Background: an optimization exercise with open tools, aiming at small area. Do not read the settings as production practice.
The RTL was checked by simulation tests, not by an equivalence proof against the original design.

==> flow/design.v <==
module muxflags (input logic [5:0] DI, input logic [2:0] sel, output logic DO);
  always_comb begin
    case (sel)
      3'd0: DO = DI[0];
      3'd1: DO = DI[1];
      3'd3: DO = DI[3];
      3'd4: DO = DI[4];
      3'd5: DO = DI[5];
      default: DO = 1'b0;
    endcase
  end
endmodule
module reg_file (input logic clk, rst, input logic [2:0] RA1, RA2, WA3, input logic WE3,
                 input logic [15:0] WD3, output logic [15:0] RD1, RD2);
  logic [15:0] sram [0:7];
  logic [15:0] wd;
  logic [7:0]  en, s1, s2;
  assign wd = WD3 & {16{~rst}};
  always_comb begin
    for (int i = 0; i < 8; i++) begin
      en[i] = rst | (WE3 & (WA3 == 3'(i)));
      s1[i] = (RA1 == 3'(i));
      s2[i] = (RA2 == 3'(i));
    end
  end
  always_ff @(posedge clk) begin
    for (int i = 0; i < 8; i++)
      if (en[i]) sram[i] <= wd;
  end
  always_comb begin
    RD1 = 16'h0;
    RD2 = 16'h0;
    for (int i = 0; i < 8; i++) begin
      RD1 = RD1 | (sram[i] & {16{s1[i]}});
      RD2 = RD2 | (sram[i] & {16{s2[i]}});
    end
  end
endmodule
module alu16 (input logic [15:0] a, b, input logic [4:0] func, input logic f3in,
              input logic md_v, input logic [15:0] md_res,
              output logic [5:0] flagsout, output logic [15:0] y);
  logic is_logic, is_as, is_sub, is_rev, is_cmp;
  assign is_logic = func[4];
  assign is_as  = (func[4:1] == 4'b0000);
  assign is_sub = is_as & func[0];
  assign is_rev = (func == 5'b00101);
  assign is_cmp = (func == 5'b01000);
  logic [16:0] sum;
  logic [15:0] bx;
  assign bx = b ^ {16{func[0]}};
  always_comb begin
    logic c;
    c = f3in ^ func[0];
    for (int i = 0; i < 16; i++) begin
      sum[i] = a[i] ^ bx[i] ^ c;
      c = (a[i] & bx[i]) | (a[i] & c) | (bx[i] & c);
    end
    sum[16] = c;
  end
  logic [15:0] lg;
  always_comb
    for (int i = 0; i < 16; i++) lg[i] = b[i] ? (a[i] ? func[3] : func[1]) : (a[i] ? func[2] : func[0]);
  logic cmp_eq, cmp_lt;
  assign cmp_lt = (a[15:1] == 15'd0);
  assign cmp_eq = (a[15:2] == 14'd0) & a[1] & ~a[0];
  assign y = ({16{is_logic}} & lg)
           | ({16{is_as & ~md_v}} & sum[15:0])
           | ({16{md_v}}     & md_res)
           | ({16{is_rev}}   & {b[7:0], b[15:8]});
  assign flagsout[5] = is_cmp & cmp_eq;
  assign flagsout[4] = is_as & (sum[16] ^ func[0]);
  assign flagsout[3] = 1'b0;
  assign flagsout[2] = 1'b0;
  assign flagsout[1] = is_cmp & ~cmp_eq & ~cmp_lt;
  assign flagsout[0] = is_cmp & cmp_lt;
endmodule
module mdu_rows #(parameter int TLO = 0, THI = 15) (
  input  logic [TLO:0] rin, input logic [15-TLO:15-THI] abit, input logic [15:0] b, input logic b16, input logic mul,
  output logic [15-TLO:15-THI] q, output logic [THI+1:0] rout);
  logic [16:0] hz;    
  always_comb begin
    hz[16] = 1'b1;
    for (int k = 15; k >= 0; k--) hz[k] = hz[k+1] & ~b[k];
  end
  genvar t, k;
  generate for (t = TLO; t <= THI; t++) begin : row
    logic [t+1:0] s, yv, sm, r;
    logic [t+2:0] c;
    logic sel;
    assign s[0] = ~mul & abit[15-t];
    if (t == TLO) begin : f
      assign s[t+1:1] = rin;
    end else begin : n
      assign s[t+1:1] = row[t-1].r;
    end
    for (k = 0; k <= t + 1; k++) begin : bitk
      if (k < 16) begin : lo
        assign yv[k] = mul ? (abit[15-t] & b[k]) : ~b[k];
      end else begin : hi
        assign yv[k] = mul ? (abit[15-t] & b16) : 1'b1;
      end
    end
    assign c[0] = ~mul;
    for (k = 0; k <= t + 1; k++) begin : add
      assign sm[k] = s[k] ^ yv[k] ^ c[k];
      assign c[k+1] = (s[k] & yv[k]) | (s[k] & c[k]) | (yv[k] & c[k]);
    end
    assign q[15-t] = hz[t+1] & c[t+1];
    assign sel = mul | q[15-t];
    assign r = sel ? sm : s;
  end endgenerate
  assign rout = row[THI].r;
endmodule
module control_unit (
  input  logic [6:0] opcode, input logic clk, state_flag_bit, init,
  output logic wrmem, ioe, intreq, we3, rst, hlt, wrpc, pcen, prefix, jump, ch, ret, wrflags, seladdr,
  output logic [2:0] jsel, output logic [4:0] func, output logic stwr,
  output logic [1:0] spc_b);
  localparam logic [4:0] ADD_OP=5'b00000, NOP_OP=5'b10000, CMP_OP=5'b01000, PASSB_OP=5'b11010;
  logic [5:0] c;
  logic e;
  logic [2:0] state;
  assign {c, e} = opcode;
  logic i_ldw, i_stw, i_mov, i_hlt, i_rst, i_int, i_in, i_out, i_ch, i_ret, i_cmp, i_j;
  logic c_mem, c_alu, c_jmp, c_jpos, c_jneg, c_def;
  assign i_ldw = (c == 6'd0);
  assign i_stw = (c == 6'd1);
  assign i_mov = (c == 6'd2);
  assign i_hlt = (c == 6'd3);
  assign i_rst = (c == 6'd4);
  assign i_int = (c == 6'd5);
  assign i_in  = (c == 6'd6);
  assign i_out = (c == 6'd7);
  assign i_ch  = (c == 6'd8);
  assign i_ret = (c == 6'd9);
  assign i_j   = (c == 6'd25);
  assign i_cmp = (c == 6'd38);
  assign c_mem = i_ldw | i_stw | i_int | i_in | i_out;
  assign c_alu = ((c >= 6'd10) && (c <= 6'd24)) | (c == 6'd39);
  assign c_jmp = (c >= 6'd25) && (c <= 6'd37);
  assign c_jpos = (c == 6'd26) | (c == 6'd28) | (c == 6'd30) | (c == 6'd32) | (c == 6'd34) | (c == 6'd35);
  assign c_jneg = (c == 6'd27) | (c == 6'd29) | (c == 6'd31) | (c == 6'd33) | (c == 6'd36) | (c == 6'd37);
  assign c_def = (c >= 6'd40);
  logic [4:0] alu_code;
  always_comb begin
    case (c)
      6'd10: alu_code = 5'b00000;  
      6'd11: alu_code = 5'b00001;  
      6'd12: alu_code = 5'b00010;  
      6'd13: alu_code = 5'b00011;  
      6'd39: alu_code = 5'b00100;  
      6'd14: alu_code = 5'b10101;  
      6'd15: alu_code = 5'b11110;  
      6'd16: alu_code = 5'b11000;  
      6'd17: alu_code = 5'b10001;  
      6'd18: alu_code = 5'b10111;  
      6'd19: alu_code = 5'b10110;  
      6'd20: alu_code = 5'b11001;  
      6'd21: alu_code = 5'b00110;  
      6'd24: alu_code = 5'b00101;  
      default: alu_code = 5'b00111;  
    endcase
  end
  logic [2:0] jcode;
  always_comb begin
    case (c)
      6'd26, 6'd27: jcode = 3'd5;
      6'd28, 6'd29: jcode = 3'd3;
      6'd30, 6'd31: jcode = 3'd4;
      6'd32, 6'd33: jcode = 3'd2;
      6'd34, 6'd36: jcode = 3'd1;
      default:      jcode = 3'd0;
    endcase
  end
  logic s0, s1, s2, s3, s4, s5;
  assign s0 = (state == 3'd0);
  assign s1 = (state == 3'd1);
  assign s2 = (state == 3'd2);
  assign s3 = (state == 3'd3);
  assign s4 = (state == 3'd4);
  assign s5 = (state == 3'd5);
  assign pcen = wrpc & ~(s3 & i_hlt);
  always_ff @(posedge clk, posedge init) begin
    if (init) begin
      func <= NOP_OP; wrmem <= 0; ioe <= 0; intreq <= 0; stwr <= 0; we3 <= 0; rst <= 1; wrpc <= 0;
      prefix <= 0; jump <= 0; ch <= 0; hlt <= 0; ret <= 0; spc_b <= 0; wrflags <= 0;
      jsel <= 0; seladdr <= 0; state <= 0;
    end else begin
      if ((s3 & (i_mov | i_rst | i_cmp | c_alu | c_def)) |
          (s4 & (i_ldw | i_stw | i_out | i_int | i_ret | i_j | c_jpos | c_jneg)) |
          (s5 & (i_ch | i_in)))
        state <= 3'd0;
      else if ((s3 & i_hlt) | hlt)
        state <= 3'd7;
      else
        state <= state + 3'd1;
      if (s0) func <= NOP_OP;
      else if (s1) func <= ADD_OP;
      else if (s3 & (c_mem | i_ret | c_jmp)) func <= NOP_OP;
      else if (s3 & i_mov) func <= PASSB_OP;
      else if (s3 & i_cmp) func <= CMP_OP;
      else if (s3 & c_alu) func <= alu_code;
      wrmem  <= s4 & i_stw;
      intreq <= s4 & i_int;
      if (s0) ioe <= 0; else if (s4 & (i_in | i_out)) ioe <= 1;
      if (s0) stwr <= 0;
      else if (s3 & (i_mov | i_ch | c_alu)) stwr <= 0;
      else if ((s4 & i_ldw) | (s5 & i_in)) stwr <= 1;
      if (s0) we3 <= 0;
      else if ((s3 & (i_mov | c_alu)) | (s4 & (i_ldw | i_ch)) | (s5 & i_in)) we3 <= 1;
      if (s0) rst <= 0; else if (s3 & i_rst) rst <= 1;
      if (s0) wrpc <= 0;
      else if (s2) wrpc <= 1;
      else if (s3 & ~i_rst) wrpc <= 0;
      else if (s4 & (i_ret | i_j)) wrpc <= 1;
      else if (s4 & c_jpos) wrpc <= state_flag_bit;
      else if (s4 & c_jneg) wrpc <= ~state_flag_bit;
      else if (s5 & i_ch) wrpc <= 1;
      if (s0) prefix <= 0; else if (s3 & (i_ch | c_jmp)) prefix <= e; else if (s3 & i_ret) prefix <= 0;
      if (s0) jump <= 0; else if (s3 & (i_ch | i_ret | c_jmp)) jump <= 1;
      if (s0) ch <= 0; else if (s3 & i_ch) ch <= 1; else if (s4 & i_ch) ch <= 0;
      if (s0) hlt <= 0; else if (s3 & i_hlt) hlt <= 1;
      if (s0) ret <= 0; else if (s3 & i_ret) ret <= 1;
      if (s0) spc_b <= 0; else if (s1) spc_b <= 2; else if (s3 & (c_alu | i_mov)) spc_b <= {1'b0, e};
      if (s0) wrflags <= 0; else if (s3 & (i_cmp | c_alu)) wrflags <= 1;
      if (s0) jsel <= 0; else if (s3 & c_jmp) jsel <= jcode;
      if (s0) seladdr <= 0; else if (s3 & c_mem) seladdr <= 1; else if (s4 & i_ldw) seladdr <= 0;
    end
  end
endmodule
module ERM16_microprocessor (input logic init,clk,input logic [15:0] DI,output logic [15:0] ADDR_BUS,DO,output logic wrmem,ioe,intreq);
  logic we3, rst, hlt, wrpc, pcen, prefix, jump, ch, ret, wrflags, seladdr, flagbit;
  logic [1:0] spc_b;
  logic stwr;
  logic [4:0] func;
  logic [6:0]  q_ir;
  logic [8:0]  q_op;
  logic [15:0] RD1, RD2, a, b, imm, PC, A_ALU, B_ALU, y, WD3;
  logic bh;
  logic [2:0]  A1, A3;
  logic [5:0]  flags, flags_in;
  always_ff @(posedge clk) begin
    q_ir <= DI[15:9];
    q_op <= DI[8:0];
  end
  assign imm = {{10{q_op[5]}}, q_op[5:0]};
  assign A1  = ret ? 3'b111 : q_op[8:6];
  assign A3  = ch  ? 3'b111 : q_op[8:6];
  always_comb begin
    WD3 = stwr ? DI : y;
  end
  logic md_e, mul_e, sh_e;
  logic [15:0] boh, bin;
  logic b16e, bz;
  assign md_e  = (func == 5'b00010) | (func == 5'b00011) | (func == 5'b00100) | (func[4:1] == 4'b0011);
  assign mul_e = (func == 5'b00010) | (func == 5'b00110);
  assign sh_e  = (func[4:1] == 4'b0011);
  always_comb
    for (int i = 0; i < 16; i++) boh[i] = (B_ALU[15:4] == 12'd0) && (B_ALU[3:0] == 4'(i));
  assign b16e = sh_e & (B_ALU == 16'd16);
  assign bin  = sh_e ? boh : B_ALU;
  logic v1, v2, m1, qs1, k1, a_stale, smul;
  logic [2:0] d1;
  logic [12:0] R;           
  logic [15:0] X;           
  logic [6:0]  rin0;
  logic [5:0]  abs;
  logic [15:10] qs;
  logic [12:0] rs;
  logic [3:0]  q3;
  logic [16:0] r3o;
  logic [15:0] mdres;
  assign smul = v1 ? m1 : mul_e;
  assign rin0 = v1 ? R[6:0] : 7'd0;
  assign abs  = v1 ? X[15:10] : a[15:10];
  mdu_rows #(6, 11)  mdus(.rin(rin0), .abit(abs), .b(bin), .b16(1'b0), .mul(smul), .q(qs), .rout(rs));
  mdu_rows #(12, 15) mdu3(.rin(R), .abit(X[15:12]), .b(b), .b16(bh), .mul(m1), .q(q3), .rout(r3o));
  always_ff @(posedge clk) begin
    v1 <= md_e;
    v2 <= v1 & ~rst;
    if (md_e) begin
      m1 <= mul_e; qs1 <= (func == 5'b00011) | (func == 5'b00111); k1 <= sh_e; d1 <= A3;
    end
    R <= rs;
    X <= {v1 ? X[9:0] : a[9:0], qs};
    a_stale <= (A1 == d1);
  end
  assign bz = (b == 16'd0);
  assign mdres = qs1 ? ((k1 & bz) ? 16'd0 : {X[11:0], q3}) : r3o[15:0];
  logic fwd1, rf_we;
  logic [2:0] rf_wa;
  logic [15:0] rf_wd;
  assign fwd1  = v2 & (A1 == d1);
  assign rf_we = (we3 & ~md_e) | v2;
  assign rf_wa = v2 ? d1 : A3;
  assign rf_wd = WD3;    
  reg_file regfile(.clk(clk), .rst(rst), .RA1(A1), .RA2(q_op[5:3]), .WA3(rf_wa), .WE3(rf_we), .WD3(rf_wd), .RD1(RD1), .RD2(RD2));
  always_ff @(posedge clk) begin
    if (rst) a <= 16'h0; else a <= fwd1 ? mdres : RD1;
    b <= (md_e | v1) ? bin : RD2;
    bh <= md_e ? b16e : bh;
  end
  assign A_ALU = wrflags ? a : PC;
  always_comb begin
    case (spc_b)
      2'd0:    B_ALU = b;
      2'd1:    B_ALU = imm;
      default: B_ALU = 16'd2;
    endcase
  end
  alu16 ALU(.a(A_ALU), .b(B_ALU), .func(func), .f3in(flags[3]), .md_v(v2), .md_res(mdres), .flagsout(flags_in), .y(y));
  always_ff @(posedge clk) begin
    if (rst) flags <= 6'h0;
    else if (wrflags) flags <= flags_in;
    else if (v2 & m1 & ~k1) flags[4] <= r3o[16];
    else if (v2 & m1 & k1) flags[3] <= r3o[16];
  end
  muxflags mux_Jcc(.DI(flags), .sel(jsel), .DO(flagbit));
  logic [2:0] jsel;
  always_ff @(posedge clk) begin
    if (rst) PC <= 16'h0;
    else if (pcen) PC <= jump ? (prefix ? imm : a) : y;
  end
  always_ff @(posedge clk) begin
    if (rst) ADDR_BUS <= 16'h0; else ADDR_BUS <= seladdr ? b : PC;
    if (rst) DO <= 16'h0; else if (!hlt) DO <= (v2 & a_stale) ? mdres : a;
  end
  control_unit cb(.opcode(q_ir), .clk(clk), .state_flag_bit(flagbit), .init(init),
    .wrmem(wrmem), .ioe(ioe), .intreq(intreq), .we3(we3), .rst(rst), .hlt(hlt), .wrpc(wrpc), .pcen(pcen),
    .prefix(prefix), .jump(jump), .ch(ch), .ret(ret), .wrflags(wrflags), .seladdr(seladdr),
    .jsel(jsel), .func(func), .stwr(stwr), .spc_b(spc_b));
endmodule
==> flow/flow/run.sh <==
#!/bin/bash
# The standard layout (standard.sh, unchanged), with the input and output port buffers
# made from the smallest buffer cell instead of the flow's default. Every port still gets
# its own buffer. All of make's output goes to standard_flow.log in this folder.
set -euo pipefail
export BUFFER_PORTS_ARGS="-buffer_cell sky130_fd_sc_hd__buf_1"
bash standard.sh > standard_flow.log 2>&1
==> flow/standard.sh <==
#!/bin/bash
# synth_recipe.tcl (not shown) runs the flow's synth.tcl, then flattens the netlist and writes it again
# the make line also repeats each setting of config.mk as NAME=value (left out here)
make -C /OpenROAD-flow-scripts/flow DESIGN_CONFIG=/design/flow/config.mk WORK_HOME=/design/flow/orfs CLKGATE_MAP_FILE= SYNTH_SCRIPT=/design/flow/synth_recipe.tcl "${@:-finish}"
==> flow/config.mk <==
export PLATFORM = sky130hd
export DESIGN_NAME = ERM16_microprocessor
export DESIGN_NICKNAME = ERM16_microprocessor
export VERILOG_FILES = /design/flow/design.v
export SDC_FILE = /design/flow/constraint.sdc
export NUM_CORES = 4
export LEC_CHECK = 0
export ABC_AREA = 1
export CAP_MARGIN = 20
export CORE_MARGIN = 2
export CORE_UTILIZATION = 65
export CTS_BUF_LIST = sky130_fd_sc_hd__clkbuf_8
export CTS_CLUSTER_DIAMETER = 60
export CTS_CLUSTER_SIZE = 16
export PLACE_DENSITY = 0.8
export SLEW_MARGIN = 20
==> flow/constraint.sdc <==
create_clock -name core_clock -period 30.0 [get_ports {clk}]
set_input_delay 6.0000 -clock core_clock [delete_from_list [all_inputs] [get_ports {clk}]]
set_output_delay 6.0000 -clock core_clock [all_outputs]
set_load 0.01 [all_outputs]
==> run_results.csv, run 1 <==
group,metric,value,unit
timing,worst_slew_pin_slew,1.179,ns
min_path,hp-class,"flop to flop",
cells_and_area,final_util,0.6920,
timing,setup_tns,0,ns
detailed_routing,avgRoutedWirePerCell,25.00,um
cells_and_area,drive_gt1_frac,0.07769,
place,place_ws,2.938,ns
synthesis,avgSynthCellArea,7.975,sq um
critical_path,critPathMostFrequentCell,"fa_1",
critical_path,critPathMaxStageDelay,0.55,ns
die,fp.dieH,181.7,um
timing,fin_crit,27.40,ns
cts,cts_max_level,1,
die,fp.dieW,181.7,um
cts,insertion_delay,0.64,ns
timing,final-hold-violation-count,0,
synthesis,netlist_top_cells_count,"nand2_1 (581), inv_1 (329), o21ai_0 (298)",
timing,fin_ws,2.600,ns
grt,overflow,0,
cts,cts_resized,0,
cts,clk_pin_slew,0.10,ns
cells_and_area,area_delta_synth_final,5.559,%
timing,setup_viol,0,
run,cap_violations,0,
detailed_routing,drcViolationCount,0,
cells_and_area,antenna_cells,0,
critical_path,worstSetupStartpointType,"flop",
cts,cts_setup_buffers,0,
timing,finClkSkew,0.02966,ns
synthesis,async_reset_ff_frac,0.09000,
synthesis,synth-seq-cells,300,
critical_path,slowest_stage,"inv_1",
grt,antenna_found_initial,1,
timing,rsz0062_at_grt,"false",
detailed_routing,route.vias.total,19920,
status,run_status,"no timing/DRC/antenna violations",
synthesis,ys.flop_type,"dfxtp_1",
timing,final.period_utilization,0.9133,
synthesis,synth_nets,2721,
grt,grt_max_degree,68,
critical_path,criticalPathCategory,"flop to flop",
critical_path,cp_max_fo,67,
timing,slew-limit-headroom,0.2138,
die,pin_count,53,
place,place.detailed.hpwl,55840,um
critical_path,worstPathArrival,27.75,ns
synthesis,synth_cells,2574,
die,core_area,0.03131,sq mm
cts,cts_tree,"done",
synthesis,syn_area,0.02053,sq mm
cts,cts_buffers,27,
grt,grt_pass1_wl,113200,um
critical_path,critical_path.top_delay_family,"adder cells",
die,rows,65,
synthesis,ys_warn_count,8,
place,port_buffers,52,
place,place_congestion,1.062,
synthesis,yosys.area.top_type_share,0.1975,
critical_path,setup.worst_path.end_class,"flop",
synthesis,synthTopCellsByArea,"edfxtp_1 (20%), dfxtp_1 (13%), fa_1 (12%), nand2_1 (11%), o21ai_0 (7.3%)",
detailed_routing,antenna_left,0,
detailed_routing,drt-vias-per-instance,6.637,
detailed_routing,drt_iter0_markers,3372,
cts,cts-hold-fix-buffers,0,
cells_and_area,final.fill_count,2584,
detailed_routing,postRouteWirelength,75050,um
die,start_util,0.6556,
synthesis,ys_types,72,
synthesis,yosysMostFrequentCell,"nand2_1",
cells_and_area,nets,2726,
die,die_area,0.03302,sq mm
timing,fmax,0.03650,GHz
grt,first_global_vias,19070,
cts,clockBufferDepth,3,
detailed_routing,drt-pass1-iter-count,6,
cts,ctsRootBufferMaster,"clkbuf_8",
timing,slew_violations,0,
cts,clock-sinks,300,
synthesis,seq_area_frac_synth,0.3651,
synthesis,synth_edf_count,135,
critical_path,worst_ep_required_time,30.35,ns
critical_path,cp_num_buf_inv,10,
grt,gr-usage-all-layers,0.4577,
synthesis,synth_area_leader_cell,"edfxtp_1",
[area by class of cell]
| type | instances | area (sq um) | area share |
|---|---|---|---|
| flip-flops and latches | 300 | 7495 | 0.3459 |
| well taps | 402 | 503.0 | 0.02321 |
| clock inverters | 23 | 231.5 | 0.01068 |
| multi-input cells | 1812 | 11290 | 0.5211 |
| repair buffers | 86 | 450.4 | 0.02079 |
| inverters | 352 | 1325 | 0.06115 |
| clock buffers | 27 | 371.6 | 0.01715 |
[cells by family (layout without fill, tap and decap cells)]
logic type,Yosys count,count (layout),share of synthesized area
fa+ha+maj,129,129,0.1218
flops,300,300,0.3651
simple gates,947,947,0.1968
mux,37,37,0.01975
compound gates,666,666,0.1960
buf+inv,462,488,0.08643
xor+xnor,33,33,0.01408
[state kept, by name (all words and copies together) (netlist names), 2 cells and up]
name          cells
ADDR_BUS         16
DO               16
PC               16
R                13
X                16
a                16
b                16
cb.alu_code       5
cb.func           5
cb.jsel           3
cb.spc_b          2
cb.state          3
d1                3
flags             5
q_ir              7
q_op              9
regfile.sram    128
[worst reg2reg max path: cells and delay by family, from the launching register on]
| family | cells | cell delay [ns] |
|---|---|---|
| adders and majority gates | 54 | 21.67 |
| buffers and inverters | 10 | 2.09 |
| DFF | 1 | 0.37 |
| AOI/OAI and AO/OA | 8 | 1.52 |
| and+or+nand+nor | 11 | 1.45 |
[placed cells by master, fill, tap and decap left out, types with 16 or more instances in the layout]
master / Yosys / final
a21oi_1: 132 / 132
inv_1: 329 / 338
nand4_1: 19 / 19
o21ai_0: 298 / 290
mux2_2: 28 / 28
nand3_1: 89 / 89
buf_4: 1 / 34
o21ai_1: 15 / 22
dfrtp_1: 25 / 25
fa_1: 118 / 118
nand2_2: 18 / 18
edfxtp_1: 135 / 135
o21ai_2: 15 / 16
xor2_1: 27 / 27
nand2_1: 581 / 581
o211ai_1: 34 / 34
nor3_1: 18 / 16
clkbuf_8: 0 / 27
dfxtp_1: 138 / 138
a221oi_1: 54 / 54
inv_2: 15 / 16
o22ai_1: 36 / 36
buf_1: 5 / 52
nor2_1: 164 / 162
[metal layers]
metal  track usage  up-vias  routed length, um
li1              -     8657                  -
met1        0.5761     9209              26090
met2        0.6999     1669              32710
met3        0.1123      384               9717
met4        0.3158        4               6492
met5             0        -                 28
[metrics by stage]
stage               cell area [sq um]  instances  hold slack [ns]
detailed placement              21060       2952           0.4431
finish                          21670       3002           0.4683
floorplan                       20530       2574           0.4226
CTS                             21660       3002           0.4663
global route                    21670       3002           0.5063
global placement                21060       2952           0.4490
[worst paths after layout]
kind                       from                  to  slack [ns]  depth (start not counted)
setup / recovery             m1  regfile.sram[2][8]        2.60                         83
hold / removal             X[6]               X[12]        0.47                          2
setup reg to reg             m1  regfile.sram[2][8]        2.60                         83
hold reg to reg            X[6]               X[12]        0.47                          2
max in group asynchronous  init         cb.state[1]       24.23                          2
min in group asynchronous  init            cb.wrmem        5.38                          2
==> run 2, diff against run 1 <==
--- a/flow/config.mk
+++ b/flow/config.mk
@@ -9,8 +9,7 @@
 export CAP_MARGIN = 20
 export CORE_MARGIN = 2
-export CORE_UTILIZATION = 65
+export CORE_UTILIZATION = 40
 export CTS_BUF_LIST = sky130_fd_sc_hd__clkbuf_8
 export CTS_CLUSTER_DIAMETER = 60
 export CTS_CLUSTER_SIZE = 16
-export PLACE_DENSITY = 0.8
 export SLEW_MARGIN = 20
==> run 2 against run 1 <==
Wire length grew 9.5%. Sequential share of layout area shrank 0.79 points. Die area grew 61%. Critical path type unchanged. Final cell count grew 9.7%. Synthesized cell count is the same. First-iteration DRC count shrank 25%. Still clean. Clock skew grew 0.028 ns.
==> run_results.csv, run 2 <==
group,metric,value,unit
status,run_status,"no timing/DRC/antenna violations",
place,dp.cells,3234,
grt,first_global_vias,18270,
min_path,hold_path_end,"cb.func[2]",
die,fp.dieH,230.5,um
critical_path,setup.worst_path.end_class,"flop",
grt,gr-usage-all-layers,0.3058,
cts,cts_buffers,31,
cells_and_area,regMostFlops,"regfile.sram",
synthesis,yosys.area.top_type_share,0.1975,
place,place_congestion,0.9833,
place,place_area,0.02147,sq mm
cts,cts_tree,"done",
die,die_area,0.05315,sq mm
cells_and_area,area_delta_synth_final,8.040,%
cts,clk_pin_slew,0.11,ns
die,core_area,0.05099,sq mm
synthesis,synth-seq-cells,300,
synthesis,synth_cells,2574,
synthesis,async_reset_ff_frac,0.09000,
cts,ctsRootBufferMaster,"clkbuf_8",
cells_and_area,nets,2735,
die,pin_count,53,
critical_path,ff2ff_setup_slack,2.29,ns
synthesis,avgSynthCellArea,7.975,sq um
critical_path,worstPathArrival,28.12,ns
critical_path,critPathMaxStageDelay,0.71,ns
detailed_routing,route.vias.total,19280,
synthesis,ys_warn_count,8,
synthesis,yosysMostFrequentCell,"nand2_1",
cts,clockBufferDepth,3,
cells_and_area,fin_area,0.02218,sq mm
grt,grt_max_degree,56,
detailed_routing,drt-vias-per-instance,5.854,
detailed_routing,avgRoutedWirePerCell,24.95,um
cells_and_area,final_cell_mix,"nand2_1 (581), inv_1 (336), o21ai_0 (290), nor2_1 (158), dfxtp_1 (138)",
min_path,hp-class,"flop to flop",
grt,grt_pass1_wl,120800,um
cells_and_area,largest_register_ff_count,128,
timing,final-hold-violation-count,0,
cts,cts_resized,0,
run,cap_violations,0,
critical_path,cp_max_fo,22,
detailed_routing,drcViolationCount,0,
cells_and_area,final_util,0.4349,
timing,fin_crit,27.71,ns
synthesis,syn_area,0.02053,sq mm
cells_and_area,layoutNonFillerInstCount,3294,
synthesis,seq_area_frac_synth,0.3651,
min_path,whs_path_depth,2,
synthesis,synth_edf_count,135,
timing,setup_tns,0,ns
cts,cts_setup_buffers,0,
cts,insertion_delay,0.71,ns
min_path,worstHoldStart,"cb.alu_code[2]",
synthesis,synthTopCellsByArea,"edfxtp_1 (20%), dfxtp_1 (13%), fa_1 (12%), nand2_1 (11%), o21ai_0 (7.3%)",
die,rows,83,
synthesis,ys.flop_type,"dfxtp_1",
timing,worst_slew_pin_slew,1.163,ns
timing,slew-limit-headroom,0.2250,
critical_path,criticalPathCategory,"flop to flop",
timing,setup_viol,0,
critical_path,reg2reg_to,"regfile.sram[0][10]",
critical_path,r2r_start,"m1",
synthesis,netlist_top_cells_count,"nand2_1 (581), inv_1 (329), o21ai_0 (298)",
critical_path,worstSetupStartpointType,"flop",
cts,cts-hold-fix-buffers,0,
timing,final.period_utilization,0.9237,
timing,rsz0062_at_grt,"false",
synthesis,synth_area_leader_cell,"edfxtp_1",
synthesis,synth_nets,2721,
critical_path,slowest_stage,"edfxtp_1",
die,fp.dieW,230.5,um
cts,clock-sinks,300,
detailed_routing,postRouteWirelength,82200,um
critical_path,rr_worst_depth,83,
critical_path,critPathMostFrequentCell,"fa_1",
cells_and_area,final_common_cell,"nand2_1",
timing,fmax,0.03609,GHz
detailed_routing,drt_iter0_markers,2537,
timing,finClkSkew,0.05720,ns
critical_path,worst_ep_required_time,30.41,ns
place,place_ws,2.582,ns
synthesis,ys_types,72,
detailed_routing,antenna_left,0,
place,place.detailed.hpwl,62010,um
grt,antenna_found_initial,2,
cells_and_area,drive_gt1_frac,0.08534,
die,start_util,0.4026,
grt,overflow,0,
timing,slew_violations,0,
detailed_routing,drt-pass1-iter-count,7,
place,port_buffers,52,
timing,fin_ws,2.289,ns
cts,cts_max_level,1,
[run 2: cell types whose count changed in the layout (fill, tap and decap cells not counted), moves of 3 or more]
cell / previous run / this run
clkinv_8: 2 / 7
inv_4: 1 / 4
nor2_1: 162 / 158
clkbuf_8: 27 / 31
nor2_2: 7 / 11
clkinv_4: 3 / 0
[run 2: critical path: cells and delay by family (launching register included)]
kind | cells | cell delay (ns)
compound gates | 7 | 1.23
fa+ha+maj | 54 | 21.77
buf+inv | 9 | 1.87
flops | 1 | 0.71
simple gates | 13 | 1.86
[run 2: layout make-up]
cell class	instances	area (sq um)
Fill cell	5158	28810
Multi-Input combinational cell	1812	11320
Sequential cell	300	7495
Inverter	352	1325
Tap cell	680	850.8
Timing Repair Buffer	91	500.5
Clock buffer	31	426.7
Clock inverter	27	260.3
Antenna cell	1	2.502
[run 2: cell families after synthesis]
family	Yosys count	synth area share
simple gates	947	0.1968
compound gates	666	0.1960
buf+inv	462	0.08643
flops	300	0.3651
fa+ha+maj	129	0.1218
mux	37	0.01975
xor+xnor	33	0.01408
[run 2: worst max path at each step]
stage | startpoint | endpoint | slack [ns] | depth (start not counted)
2_1_floorplan | m1 | regfile.sram[0][1] | 5.10 | 83
3_3_place_gp | m1 | regfile.sram[6][10] | 2.93 | 83
3_5_place_dp | m1 | regfile.sram[7][10] | 2.58 | 83
4_1_cts | m1 | regfile.sram[0][10] | 2.53 | 83
5_1_grt | m1 | regfile.sram[0][10] | 1.20 | 83
6_report | m1 | regfile.sram[0][10] | 2.29 | 83
[run 2: stage by stage]
step	hold slack, ns
finish	0.4713
floorplan	0.4226
global placement	0.4713
CTS	0.4728
detailed placement	0.4668
global route	0.4915
[run 2: metal layers]
metal | GRT usage | share of wire | vias up
met5 | 0 | 0.00016 | -
met4 | 0.1385 | 0.052 | 2
met3 | 0.04471 | 0.089 | 206
met2 | 0.4738 | 0.45 | 1121
met1 | 0.4237 | 0.41 | 9287
li1 | - | - | 8667
==> run 3, diff against run 2 <==
--- a/flow/config.mk
+++ b/flow/config.mk
@@ -9,7 +9,8 @@
 export CAP_MARGIN = 20
 export CORE_MARGIN = 2
-export CORE_UTILIZATION = 40
+export CORE_UTILIZATION = 55
 export CTS_BUF_LIST = sky130_fd_sc_hd__clkbuf_8
 export CTS_CLUSTER_DIAMETER = 60
 export CTS_CLUSTER_SIZE = 16
+export PLACE_DENSITY = 0.7
 export SLEW_MARGIN = 20
==> run 3 against run 2 <==
Final cell count fell by 6.8%. Area after synthesis did not move. First-iteration DRC count rose by 7.9%. Still clean on timing, DRC and antenna. Critical endpoint is now regfile.sram[7][10]. Critical path depth fell by 1. Fmax rose by 1.7%. Register-to-register slack improved by 0.47 ns. Via count rose by 0.82%. Clock-buffer cell count fell by 1.
==> run_results.csv, run 3 <==
group,metric,value,unit
grt,overflow,0,
synthesis,async_reset_ff_frac,0.09000,
synthesis,ys.flop_type,"dfxtp_1",
critical_path,cp_num_buf_inv,8,
die,start_util,0.5594,
timing,worst_slew_pin_slew,1.184,ns
synthesis,yosys.area.top_type_share,0.1975,
cts,cts_tree,"done",
cts,cts_resized,0,
synthesis,synth-seq-cells,300,
cells_and_area,final_common_cell,"nand2_1",
grt,first_global_vias,18750,
critical_path,slowest_stage,"fa_1",
detailed_routing,route.vias.total,19440,
timing,setup_viol,0,
run,cap_violations,0,
synthesis,ys_types,72,
cells_and_area,regMostFlops,"regfile.sram",
place,place_congestion,1.054,
detailed_routing,postRouteWirelength,75260,um
detailed_routing,avgRoutedWirePerCell,24.51,um
critical_path,critPathMaxStageDelay,0.49,ns
detailed_routing,drt-vias-per-instance,6.331,
critical_path,critPathMostFrequentCell,"fa_1",
cts,clock-sinks,300,
cells_and_area,drive_gt1_frac,0.07958,
cells_and_area,final.fill_count,3410,
critical_path,worstPathArrival,27.60,ns
critical_path,worstSetupStartpointType,"flop",
cts,cts_buffers,29,
cts,insertion_delay,0.67,ns
timing,finClkSkew,0.05170,ns
grt,grt_pass1_wl,113400,um
timing,fmax,0.03671,GHz
critical_path,cp_max_fo,21,
cts,clk_pin_slew,0.10,ns
cts,cts_setup_buffers,0,
timing,final-hold-violation-count,0,
timing,setup_tns,0,ns
die,core_area,0.03670,sq mm
place,dp.cells,3015,
synthesis,synthTopCellsByArea,"edfxtp_1 (20%), dfxtp_1 (13%), fa_1 (12%), nand2_1 (11%), o21ai_0 (7.3%)",
critical_path,criticalPathCategory,"flop to flop",
synthesis,seq_area_frac_synth,0.3651,
die,pin_count,53,
timing,rsz0062_at_grt,"false",
cells_and_area,final_cell_mix,"nand2_1 (581), inv_1 (337), o21ai_0 (290), nor2_1 (160), dfxtp_1 (138)",
detailed_routing,drt-pass1-iter-count,7,
grt,antenna_found_initial,1,
cells_and_area,multi_input_area,0.01130,sq mm
die,die_area,0.03888,sq mm
detailed_routing,antenna_left,0,
min_path,hp-class,"flop to flop",
synthesis,synth_cells,2574,
timing,fin_crit,27.24,ns
cells_and_area,area_delta_synth_final,6.089,%
timing,final.period_utilization,0.9080,
synthesis,syn_area,0.02053,sq mm
synthesis,synth_edf_count,135,
cells_and_area,fin_area,0.02178,sq mm
die,fp.dieW,197.2,um
cells_and_area,largest_register_ff_count,128,
timing,slew_violations,0,
synthesis,yosysMostFrequentCell,"nand2_1",
synthesis,synth_area_leader_cell,"edfxtp_1",
place,place.detailed.hpwl,56280,um
detailed_routing,drt_iter0_markers,2737,
critical_path,worst_ep_required_time,30.36,ns
grt,grt_max_degree,67,
cells_and_area,nets,2725,
synthesis,ys_warn_count,8,
cts,clockBufferDepth,3,
synthesis,avgSynthCellArea,7.975,sq um
synthesis,netlist_top_cells_count,"nand2_1 (581), inv_1 (329), o21ai_0 (298)",
status,run_status,"no timing/DRC/antenna violations",
cts,ctsRootBufferMaster,"clkbuf_8",
die,rows,70,
timing,slew-limit-headroom,0.2110,
synthesis,synth_nets,2721,
place,place_area,0.02113,sq mm
cells_and_area,layoutNonFillerInstCount,3071,
cts,cts_max_level,1,
critical_path,critical_path.top_delay_family,"adder cells",
place,port_buffers,52,
die,fp.dieH,197.2,um
detailed_routing,drcViolationCount,0,
cts,cts-hold-fix-buffers,0,
critical_path,setup.worst_path.end_class,"flop",
grt,gr-usage-all-layers,0.3897,
cells_and_area,seq_area,0.007495,sq mm
[run 3: cell type report]
class / instances / area share
Multi-Input combinational cell: 1812 / 0.5190
Inverter: 352 / 0.06084
Sequential cell: 300 / 0.3442
Clock buffer: 30 / 0.01896
Clock inverter: 24 / 0.01028
Timing Repair Buffer: 83 / 0.01965
Antenna cell: 2 / 0.0002298
Tap cell: 468 / 0.02689
[run 3: worst reg2reg max path: cells and delay by family, from the launching register on]
kind,cells,cell delay (ns)
AND/OR/NAND/NOR,13,1.96
buffers and inverters,8,1.62
flip-flops,1,0.39
AO/OA/AOI/OAI,7,1.26
adder cells (fa/ha/maj),54,21.73
[run 3: kinds of logic (layout without fill, tap and decap cells)]
family          Yosys count  after routing  synth area share
compound gates          666            666            0.1960
xor+xnor                 33             33           0.01408
fa+ha+maj               129            129            0.1218
buf+inv                 462            489           0.08643
flops                   300            300            0.3651
mux                      37             37           0.01975
other cells               0              2                 0
simple gates            947            947            0.1968
[run 3: per-stage QoR]
| stage | utilization | setup slack [ns] | hold slack, ns |
|---|---|---|---|
| floorplan | - | 5.097 | 0.4226 |
| finish | 0.5934 | 2.760 | 0.4478 |
| global route | 0.5933 | 1.835 | 0.4882 |
| CTS | 0.5932 | 3.034 | 0.4581 |
| detailed placement | 0.5759 | 3.037 | 0.4550 |
| global placement | 0.5758 | 3.211 | 0.4494 |
[run 3: worst paths after layout]
check                      depth (start not counted)  slack [ns]  start                   to
min                                                2        0.45   X[0]                 X[6]
min reg2reg                                        2        0.45   X[0]                 X[6]
max                                               82        2.76     m1  regfile.sram[7][10]
min in group asynchronous                          2        5.40   init          cb.state[1]
max in group asynchronous                          2       24.19   init           cb.func[3]
max reg2reg                                       82        2.76     m1  regfile.sram[7][10]
[run 3: routing by layer]
layer | part of all wire | vias up | global-route usage
li1 | - | 8645 | -
met1 | 0.38 | 9239 | 0.5080
met2 | 0.45 | 1304 | 0.6089
met3 | 0.11 | 254 | 0.07837
met4 | 0.063 | 0 | 0.2197
met5 | 0 | - | 0
==> run 4, diff against run 3 <==
==> flow/flow/run.sh (replaced) <==
#!/bin/bash
# The standard layout (standard.sh, unchanged), with two settings passed to ORFS:
# - the input and output port buffers are made from the smallest buffer cell (every port
#   still gets its own buffer);
set -euo pipefail
export BUFFER_PORTS_ARGS="-buffer_cell sky130_fd_sc_hd__buf_1"
export CTS_ARGS="-sink_clustering_enable -repair_clock_nets -sink_clustering_size 16 -sink_clustering_max_diameter 60 -buf_list sky130_fd_sc_hd__clkbuf_8 -dont_use_dummy_load"
bash standard.sh > standard_flow.log 2>&1
==> run 4 against run 3 <==
Still clean on timing, DRC and antenna. Design area shrank 1.0%. Clock-buffer cell count shrank 1. Hold slack lost 0.028 ns. Critical path type unchanged. Largest cell class unchanged.
==> run_results.csv, run 4 <==
group,metric,value,unit
timing,fmax,0.03669,GHz
cts,insertion_delay,0.67,ns
critical_path,worstPathArrival,27.61,ns
detailed_routing,drt-vias-per-instance,6.357,
die,fp.dieH,197.2,um
timing,slew-limit-headroom,0.2347,
cts,cts_max_level,1,
timing,setup_viol,0,
cells_and_area,regMostFlops,"regfile.sram",
timing,fin_ws,2.744,ns
timing,final.period_utilization,0.9085,
die,core_area,0.03670,sq mm
synthesis,synth_cells,2574,
synthesis,synth-compound-area-share,0.1960,
timing,hold_ws,0.4203,ns
synthesis,seq_area_frac_synth,0.3651,
synthesis,ys_types,72,
synthesis,yosysMostFrequentCell,"nand2_1",
cts,cts-hold-fix-buffers,0,
cells_and_area,nets,2726,
detailed_routing,drt-pass1-iter-count,8,
cells_and_area,final_cell_mix,"nand2_1 (581), inv_1 (328), o21ai_0 (290), nor2_1 (160), dfxtp_1 (138)",
detailed_routing,postRouteWirelength,74910,um
cts,clockBufferDepth,3,
cts,clock-sinks,300,
timing,finClkSkew,0.1076,ns
timing,slew_violations,0,
cells_and_area,antenna_cells,0,
critical_path,criticalPathCategory,"flop to flop",
place,place_congestion,1.054,
timing,final-hold-violation-count,0,
die,start_util,0.5594,
die,rows,70,
detailed_routing,drcViolationCount,0,
critical_path,critPathMostFrequentCell,"fa_1",
critical_path,critPathMaxStageDelay,0.81,ns
synthesis,synth_area_leader_cell,"edfxtp_1",
status,run_status,"no timing/DRC/antenna violations",
synthesis,synth-simple-area-share,0.1968,
synthesis,yosys.area.top_type_share,0.1975,
synthesis,synth-seq-cells,300,
critical_path,setup.worst_path.end_class,"flop",
timing,setup_tns,0,ns
detailed_routing,route.vias.total,19360,
timing,worst_slew_pin_slew,1.148,ns
detailed_routing,avgRoutedWirePerCell,24.60,um
cells_and_area,area_delta_synth_final,4.980,%
cells_and_area,largest_register_ff_count,128,
min_path,hp-class,"flop to flop",
grt,grt_pass1_wl,112900,um
die,die_area,0.03888,sq mm
grt,gr-usage-met2,0.6043,
synthesis,synth_edf_count,135,
place,place.detailed.hpwl,56280,um
cts,ctsRootBufferMaster,"clkbuf_8",
cts,cts_resized,0,
cells_and_area,drive_gt1_frac,0.07412,
grt,met1_usage,0.5066,
cts,clk_pin_slew,0.09,ns
cells_and_area,final_common_cell,"nand2_1",
grt,first_global_vias,18660,
run,cap_violations,0,
cts,cts_tree,"done",
cts,cts_setup_buffers,0,
synthesis,synth_xor_area_frac,0.01408,
synthesis,synth_nets,2721,
synthesis,ys_warn_count,8,
synthesis,synth_mux_area_frac,0.01975,
synthesis,synth-adder-area-share,0.1218,
die,fp.dieW,197.2,um
synthesis,async_reset_ff_frac,0.09000,
die,pin_count,53,
place,port_buffers,52,
synthesis,synth_top_family_by_area,"simple AND/OR/NAND/NOR gates",
grt,gr-max-usage-layer,"met2",
cts,cts_buffers,29,
detailed_routing,drt_iter0_markers,2583,
grt,antenna_found_initial,0,
grt,use_met3,0.07666,
grt,gr-usage-all-layers,0.3880,
synthesis,netlist_top_cells_count,"nand2_1 (581), inv_1 (329), o21ai_0 (298)",
critical_path,cp_max_fo,21,
timing,rsz0062_at_grt,"false",
critical_path,worst_ep_required_time,30.35,ns
critical_path,slowest_stage,"o21ai_0",
timing,fin_crit,27.26,ns
synthesis,synthTopCellsByArea,"edfxtp_1 (20%), dfxtp_1 (13%), fa_1 (12%), nand2_1 (11%), o21ai_0 (7.3%)",
critical_path,worstSetupStartpointType,"flop",
detailed_routing,antenna_left,0,
synthesis,syn_area,0.02053,sq mm
place,place_ws,3.037,ns
grt,grt_max_degree,67,
synthesis,ys.flop_type,"dfxtp_1",
synthesis,avgSynthCellArea,7.975,sq um
grt,overflow,0,
-- run 4: worst max-delay path: cells and delay by family (launching register included) --
kind / cells / cell delay [ns]
flip-flops: 1 / 0.38
adder cells (fa/ha/maj): 54 / 21.70
AO/OA/AOI/OAI: 9 / 2.46
buffers and inverters: 7 / 1.18
AND/OR/NAND/NOR: 10 / 1.27
-- run 4: cell type report --
cell class | count | area [sq um]
timing repair buffer | 84 | 442.9
fill | 3429 | 15150
sequential | 300 | 7495
inverter | 352 | 1325
multi-input combinational | 1812 | 11300
tap | 468 | 585.6
clock buffer | 29 | 399.1
-- run 4: kinds of logic after synthesis --
kind of cell    count (synthesis)
simple gates                  947
xor+xnor                       33
flops                         300
buf+inv                       462
mux                            37
compound gates                666
fa+ha+maj                     129
-- run 4: per-layer routing --
layer	routed length, um	vias to the layer above
met1	28090	9163
met5	0	-
li1	-	8622
met4	4850	0
met2	33320	1308
met3	8641	265
-- run 4: per-stage QoR --
| step | instances | area (sq um) | util |
|---|---|---|---|
| global route | 3045 | 21550 | 0.5872 |
| floorplan | 2574 | 20530 | - |
| CTS | 3044 | 21530 | 0.5867 |
| detailed placement | 3015 | 21130 | 0.5759 |
| global placement | 3015 | 21130 | 0.5758 |
| finish | 3045 | 21550 | 0.5872 |
-- run 4: path summary, 6_finish.rpt --
path                                           end  start  slack [ns]  cells after the start
worst min register to register                X[6]   X[0]        0.42                      2
min in group asynchronous              cb.state[1]   init        5.26                      2
worst max register to register  regfile.sram[2][0]     m1        2.74                     80
worst min-delay path                          X[6]   X[0]        0.42                      2
worst max-delay path            regfile.sram[2][0]     m1        2.74                     80
max in group asynchronous                   cb.rst   init       24.24                      3
==> run 5, diff against run 4 <==
--- a/flow/design.v
+++ b/flow/design.v
@@ -240,7 +240,9 @@
   logic [2:0]  A1, A3;
   logic [5:0]  flags, flags_in;
+  logic [12:0] rs;
+  logic mdld;
   always_ff @(posedge clk) begin
-    q_ir <= DI[15:9];
-    q_op <= DI[8:0];
+    {q_ir, q_op[5:0]} <= mdld ? rs : {DI[15:9], DI[5:0]};
+    q_op[8:6] <= DI[8:6];
   end
   assign imm = {{10{q_op[5]}}, q_op[5:0]};
@@ -267,9 +269,10 @@
   logic [5:0]  abs;
   logic [15:10] qs;
-  logic [12:0] rs;
   logic [3:0]  q3;
   logic [16:0] r3o;
   logic [15:0] mdres;
   assign smul = v1 ? m1 : mul_e;
+  assign mdld = md_e | v1;
+  assign R    = {q_ir, q_op[5:0]};
   assign rin0 = v1 ? R[6:0] : 7'd0;
   assign abs  = v1 ? X[15:10] : a[15:10];
@@ -282,5 +285,4 @@
       m1 <= mul_e; qs1 <= (func == 5'b00011) | (func == 5'b00111); k1 <= sh_e; d1 <= A3;
     end
-    R <= rs;
     X <= {v1 ? X[9:0] : a[9:0], qs};
     a_stale <= (A1 == d1);
==> run 5 against run 4 <==
Still clean. Sequential share of layout area decreased by 0.96 points. Area after synthesis decreased by 0.57%. Critical endpoint is now regfile.sram[5][7]. Wire length increased by 7.8%. Utilization decreased by 0.29 points. Final cell count increased by 2.3%. Fmax decreased by 1.4%. Hold slack improved by 0.035 ns. Highest routed layer unchanged. Clock-buffer cell count decreased by 2.
==> run_results.csv, run 5 <==
group,metric,value,unit
critical_path,setup.worst_path.end_class,"flop",
synthesis,seq_area_frac_synth,0.3545,
cts,cts-hold-fix-buffers,0,
synthesis,avgSynthCellArea,7.705,sq um
synthesis,ys_types,67,
synthesis,yosysMostFrequentCell,"nand2_1",
cells_and_area,regMostFlops,"regfile.sram",
synthesis,syn_area,0.02041,sq mm
synthesis,synth_edf_count,135,
grt,first_global_vias,18920,
synthesis,synthTopCellsByArea,"edfxtp_1 (20%), dfxtp_1 (12%), fa_1 (12%), nand2_1 (11%), o21ai_0 (7.5%)",
cells_and_area,layoutNonFillerInstCount,3116,
place,place_congestion,1.076,
detailed_routing,drt-pass1-iter-count,8,
timing,setup_viol,0,
synthesis,ys.flop_type,"edfxtp_1",
synthesis,synth_cells,2649,
cells_and_area,final_cell_mix,"nand2_1 (615), inv_1 (366), o21ai_0 (297), nor2_1 (184), a21oi_1 (154)",
timing,final.period_utilization,0.9216,
timing,slew_violations,0,
grt,grt_max_degree,68,
critical_path,slowest_stage,"inv_1",
critical_path,worstSetupStartpointType,"flop",
place,place.detailed.hpwl,60540,um
detailed_routing,route.vias.total,20130,
place,port_buffers,52,
critical_path,critPathMostFrequentCell,"fa_1",
timing,fmax,0.03617,GHz
detailed_routing,drt-vias-per-instance,6.459,
cts,clock-sinks,287,
critical_path,worstPathArrival,28.02,ns
cts,clockBufferDepth,3,
critical_path,criticalPathCategory,"flop to flop",
timing,finClkSkew,0.05811,ns
die,core_area,0.03661,sq mm
timing,final-hold-violation-count,0,
cts,clk_pin_slew,0.10,ns
timing,worst_slew_pin_slew,1.272,ns
grt,gr-usage-all-layers,0.4171,
cells_and_area,largest_register_ff_count,128,
cts,ctsRootBufferMaster,"clkbuf_8",
min_path,hp-class,"flop to flop",
cells_and_area,final_common_cell,"nand2_1",
place,place_area,0.02101,sq mm
cells_and_area,nets,2795,
synthesis,netlist_top_cells_count,"nand2_1 (615), inv_1 (366), o21ai_0 (306)",
critical_path,worst_ep_required_time,30.38,ns
grt,antenna_found_initial,2,
timing,slew-limit-headroom,0.1430,
cells_and_area,drive_gt1_frac,0.06238,
detailed_routing,avgRoutedWirePerCell,25.91,um
run,cap_violations,0,
cts,cts_resized,0,
detailed_routing,drt_iter0_markers,2743,
cts,cts_setup_buffers,0,
grt,overflow,0,
timing,rsz0062_at_grt,"false",
synthesis,async_reset_ff_frac,0.09408,
cts,cts_tree,"done",
status,run_status,"no timing/DRC/antenna violations",
cells_and_area,fin_area,0.02139,sq mm
die,pin_count,53,
synthesis,synth-seq-cells,287,
timing,fin_crit,27.65,ns
synthesis,ys_warn_count,8,
critical_path,cp_max_fo,67,
detailed_routing,antenna_left,0,
timing,setup_tns,0,ns
detailed_routing,drcViolationCount,0,
grt,grt_pass1_wl,119500,um
synthesis,synth_nets,2797,
die,rows,70,
detailed_routing,postRouteWirelength,80740,um
cts,cts_max_level,1,
synthesis,synth_area_leader_cell,"edfxtp_1",
synthesis,yosys.area.top_type_share,0.1986,
die,fp.dieH,196.6,um
cts,insertion_delay,0.66,ns
cells_and_area,area_delta_synth_final,4.818,%
die,fp.dieW,196.6,um
place,dp.cells,3086,
cells_and_area,final.fill_count,3509,
critical_path,critPathMaxStageDelay,0.53,ns
cts,cts_buffers,27,
die,start_util,0.5575,
die,die_area,0.03867,sq mm
run 5: cell count changes after synthesis, moves of 8 or more:
cell,previous run,this run
a21oi_1,132,154
a221oi_1,54,38
a31oi_1,8,26
dfxtp_1,138,125
inv_1,329,366
mux2_2,28,1
nand2_1,581,615
nand3_2,6,20
nor2_1,164,186
o21ai_0,298,306
o21ai_2,15,2
o22ai_1,36,63
run 5: area by class of cell:
cell class	instances	area (sq um)	share of cell area
well taps	468	585.6	0.02737
flip-flops and latches	287	7234	0.3382
clock buffers	27	371.6	0.01737
inverters	385	1448	0.06767
multi-input cells	1855	11250	0.5259
diodes	3	7.507	0.0003509
repair buffers	91	495.5	0.02316
run 5: path summary, 6_finish.rpt:
kind,startpoint,endpoint,slack (ns),cells past startpoint
worst max-delay path,m1,regfile.sram[5][7],2.35,79
worst min-delay path,a[3],X[9],0.46,2
worst max register to register,m1,regfile.sram[5][7],2.35,79
worst min register to register,a[3],X[9],0.46,2
max in group asynchronous,init,cb.rst,23.95,3
min in group asynchronous,init,cb.func[1],5.39,2
run 5: stage by stage:
stage	hold slack [ns]	worst slack [ns]	utilization
3_5_place_dp	0.4560	2.731	0.5740
2_1_floorplan	0.4254	4.940	-
6_report	0.4557	2.353	0.5843
5_1_grt	0.4910	1.094	0.5841
3_3_place_gp	0.4465	3.177	0.5736
4_1_cts	0.4587	2.742	0.5841
run 5: metal layers:
layer / track usage / up-vias / part of all wire
li1: - / 8805 / -
met1: 0.5627 / 9482 / 0.38
met2: 0.6118 / 1530 / 0.42
met3: 0.1037 / 310 / 0.13
met4: 0.2453 / 0 / 0.070
met5: 0 / - / 0
run 5: kinds of logic (layout without fill, tap and decap cells):
kind of cell	count (synthesis)	count (layout)	synth area share
other	0	3	0
buffers and inverters	507	503	0.09594
XOR/XNOR	28	28	0.01202
adder cells (fa/ha/maj)	130	130	0.1242
multiplexers	6	6	0.003004
flip-flops	287	287	0.3545
AND/OR/NAND/NOR	997	997	0.2096
AO/OA/AOI/OAI	694	694	0.2008
run 5: worst max-delay path, delay by kind of cell (launching register included):
family          cells  cell delay (ns)
fa+ha+maj          53            21.51
buf+inv             7             2.13
compound gates      8             1.72
flops               1             0.37
simple gates       11             1.63
==> run 6, diff against run 5 <==
==> flow/flow/run.sh (replaced) <==
#!/bin/bash
# The standard layout (standard.sh, unchanged), with two settings passed to ORFS:
# - the input and output port buffers are made from the smallest buffer cell (every port
#   still gets its own buffer);
set -euo pipefail
export BUFFER_PORTS_ARGS="-buffer_cell sky130_fd_sc_hd__buf_1"
export CTS_ARGS="-sink_clustering_enable -repair_clock_nets -sink_clustering_size 10 -sink_clustering_max_diameter 50 -buf_list sky130_fd_sc_hd__clkbuf_4 -dont_use_dummy_load"
bash standard.sh > standard_flow.log 2>&1
--- a/flow/config.mk
+++ b/flow/config.mk
@@ -10,7 +10,7 @@
 export CORE_MARGIN = 2
 export CORE_UTILIZATION = 55
-export CTS_BUF_LIST = sky130_fd_sc_hd__clkbuf_8
-export CTS_CLUSTER_DIAMETER = 60
-export CTS_CLUSTER_SIZE = 16
+export CTS_BUF_LIST = sky130_fd_sc_hd__clkbuf_4
+export CTS_CLUSTER_DIAMETER = 50
+export CTS_CLUSTER_SIZE = 10
 export PLACE_DENSITY = 0.7
 export SLEW_MARGIN = 20
==> run 6 against run 5 <==
Still clean. Worst setup slack better by 0.032 ns. Design area shrank 0.32%. Register-to-register slack improved by 0.03 ns. Final cell count grew 0.45%. Highest routed layer unchanged.
==> run_results.csv, run 6 <==
group,metric,value,unit
status,run_status,"no timing/DRC/antenna violations",
cells_and_area,final_common_cell,"nand2_1",
cts,cts-hold-fix-buffers,0,
synthesis,avgSynthCellArea,7.705,sq um
grt,grt_pass1_wl,119700,um
grt,overflow,0,
detailed_routing,drt_iter0_markers,3055,
die,fp.dieW,196.6,um
synthesis,ys_warn_count,8,
timing,finClkSkew,0.1228,ns
synthesis,synth-seq-cells,287,
critical_path,rr_worst_depth,80,
synthesis,yosys.area.top_type_share,0.1986,
detailed_routing,route.vias.total,20090,
synthesis,synthTopCellsByArea,"edfxtp_1 (20%), dfxtp_1 (12%), fa_1 (12%), nand2_1 (11%), o21ai_0 (7.5%)",
timing,final-hold-violation-count,0,
place,place_congestion,1.076,
timing,final.period_utilization,0.9205,
critical_path,criticalPathCategory,"flop to flop",
synthesis,synth-compound-area-share,0.2008,
cts,cts_buffers,40,
cts,clock-sinks,287,
die,rows,70,
grt,antenna_found_initial,4,
cells_and_area,area_delta_synth_final,4.481,%
synthesis,synth-simple-area-share,0.2096,
critical_path,cp.depth,80,
detailed_routing,drt-vias-per-instance,6.417,
timing,fmax,0.03621,GHz
synthesis,netlist_top_cells_count,"nand2_1 (615), inv_1 (366), o21ai_0 (306)",
synthesis,synth_mux_area_frac,0.003004,
detailed_routing,drt-pass1-iter-count,6,
cells_and_area,regMostFlops,"regfile.sram",
timing,worst_slew_pin_slew,1.217,ns
synthesis,synth_top_family_by_area,"simple AND/OR/NAND/NOR gates",
synthesis,ys.flop_type,"edfxtp_1",
synthesis,synth_area_leader_cell,"edfxtp_1",
critical_path,ff2ff_setup_slack,2.39,ns
synthesis,ys_types,67,
critical_path,setup.worst_path.end_class,"flop",
detailed_routing,wl_met1,30570,um
cells_and_area,nets,2808,
synthesis,syn_area,0.02041,sq mm
cts,clockBufferDepth,3,
grt,gr-usage-all-layers,0.4207,
critical_path,critPathMostFrequentCell,"fa_1",
critical_path,cp_max_fo,67,
synthesis,synth_nets,2797,
cells_and_area,largest_register_ff_count,128,
cts,clk_pin_slew,0.11,ns
grt,first_global_vias,19090,
die,core_area,0.03661,sq mm
grt,grt_max_degree,68,
cts,cts_resized,0,
cts,cts_setup_buffers,0,
critical_path,cp_num_buf_inv,7,
synthesis,synth-adder-area-share,0.1242,
die,die_area,0.03867,sq mm
detailed_routing,wl_met2,33780,um
cells_and_area,layoutNonFillerInstCount,3130,
critical_path,worstSetupStartpointType,"flop",
min_path,hp-class,"flop to flop",
timing,setup_tns,0,ns
cells_and_area,drive_gt1_frac,0.06697,
critical_path,critPathMaxStageDelay,0.52,ns
place,place_ws,2.731,ns
timing,hold_ws,0.4469,ns
critical_path,worst_ep_required_time,30.48,ns
synthesis,synth_edf_count,135,
timing,rsz0062_at_grt,"false",
run,cap_violations,0,
timing,fin_crit,27.61,ns
die,pin_count,53,
place,place.detailed.hpwl,60540,um
synthesis,seq_area_frac_synth,0.3545,
critical_path,critical_path.top_delay_family,"adder cells",
detailed_routing,postRouteWirelength,80850,um
cells_and_area,final_util,0.5825,
detailed_routing,avgRoutedWirePerCell,25.83,um
place,dp.cells,3086,
synthesis,synth_cells,2649,
detailed_routing,met3_length,10690,um
cells_and_area,final.fill_count,3527,
detailed_routing,routed.top_layer,"met4",
synthesis,synth_xor_area_frac,0.01202,
die,fp.dieH,196.6,um
die,start_util,0.5575,
synthesis,yosysMostFrequentCell,"nand2_1",
min_path,whs_path_depth,2,
synthesis,async_reset_ff_frac,0.09408,
timing,setup_viol,0,
detailed_routing,drcViolationCount,0,
cts,cts_max_level,2,
place,port_buffers,52,
critical_path,worstPathArrival,28.10,ns
timing,slew-limit-headroom,0.1800,
cts,ctsRootBufferMaster,"clkbuf_4",
timing,fin_ws,2.386,ns
cts,cts_tree,"done",
cells_and_area,final_cell_mix,"nand2_1 (615), inv_1 (366), o21ai_0 (297), nor2_1 (184), a21oi_1 (154)",
timing,slew_violations,0,
critical_path,slowest_stage,"inv_1",
detailed_routing,antenna_left,0,
cts,insertion_delay,0.84,ns
run 6: cell types whose count changed in the layout (fill, tap and decap cells not counted):
cell,before,now
clkbuf_8,27,0
diode_2,3,4
clkbuf_4,0,40
run 6: final timing paths:
kind / endpoint / from
max: regfile.sram[0][10] / m1
min: X[9] / a[3]
max reg2reg: regfile.sram[0][10] / m1
min reg2reg: X[9] / a[3]
max in group asynchronous: cb.rst / init
min in group asynchronous: cb.func[0] / init
run 6: through the flow:
step	instance area (sq um)
2_1_floorplan	20410
6_report	21320
3_5_place_dp	21010
4_1_cts	21310
3_3_place_gp	21000
5_1_grt	21320
run 6: worst min-delay path: stages, from the launching register on:
cell and delay [ns]:
dfxtp_1 0.32, inv_1 0.07, o21ai_0 0.07
run 6: layout make-up:
type | count | area (sq um) | share of cell area
diodes | 4 | 10.01 | 0.0004694
clock buffers | 40 | 300.3 | 0.01408
flip-flops and latches | 287 | 7234 | 0.3393
well taps | 468 | 585.6 | 0.02746
inverters | 385 | 1448 | 0.06789
repair buffers | 91 | 495.5 | 0.02324
multi-input cells | 1855 | 11250 | 0.5276
run 6: cell families after synthesis:
group,count (synthesis)
adder cells (fa/ha/maj),130
buffers and inverters,507
multiplexers,6
XOR/XNOR,28
AO/OA/AOI/OAI,694
AND/OR/NAND/NOR,997
flip-flops,287
run 6: metal layers:
metal / track usage / up-vias
li1: - / 8851
met1: 0.5611 / 9459
met2: 0.6044 / 1478
met3: 0.1189 / 298
met4: 0.2668 / 0
met5: 0 / -

==> port drivers added, routing unchanged <==
In the flow no input, the clock included, has a driving cell. The finished layouts below were timed again as built, in two steps.
Step 1: set_driving_cell puts a clkbuf_16 on clk and a buf_2 on each other input, an assumption about the parent block.
Step 2 moves the port delays by t, midway between the first and last clock arrival at a register: inputs arrive t later, outputs are due t later. That takes back most of the time a late clock gives input paths.
a / b / c = ideal / step 1 / step 2; a / b = the first two.
run	t, ns	slack for setup (ns)	hold WS [ns]	latest minus earliest clock arrival (ns)	worst data-port slew with drivers (ns)
run 1	0.679	2.600 / 2.600 / 2.600	0.468 / 0.468 / 0.468	0.029 / 0.029	0.04
run 2	0.736	2.289 / 2.289 / 2.289	0.471 / 0.471 / 0.471	0.057 / 0.057	0.10
run 3	0.700	2.760 / 2.760 / 2.760	0.448 / 0.448 / 0.448	0.052 / 0.052	0.03
run 4	0.669	2.744 / 2.744 / 2.744	0.420 / 0.420 / 0.420	0.108 / 0.107	0.03
run 5	0.689	2.353 / 2.353 / 2.353	0.456 / 0.456 / 0.456	0.058 / 0.059	0.04
run 6	0.826	2.386 / 2.386 / 2.386	0.447 / 0.447 / 0.447	0.123 / 0.123	0.04
After both steps setup and hold are still met in every run listed.
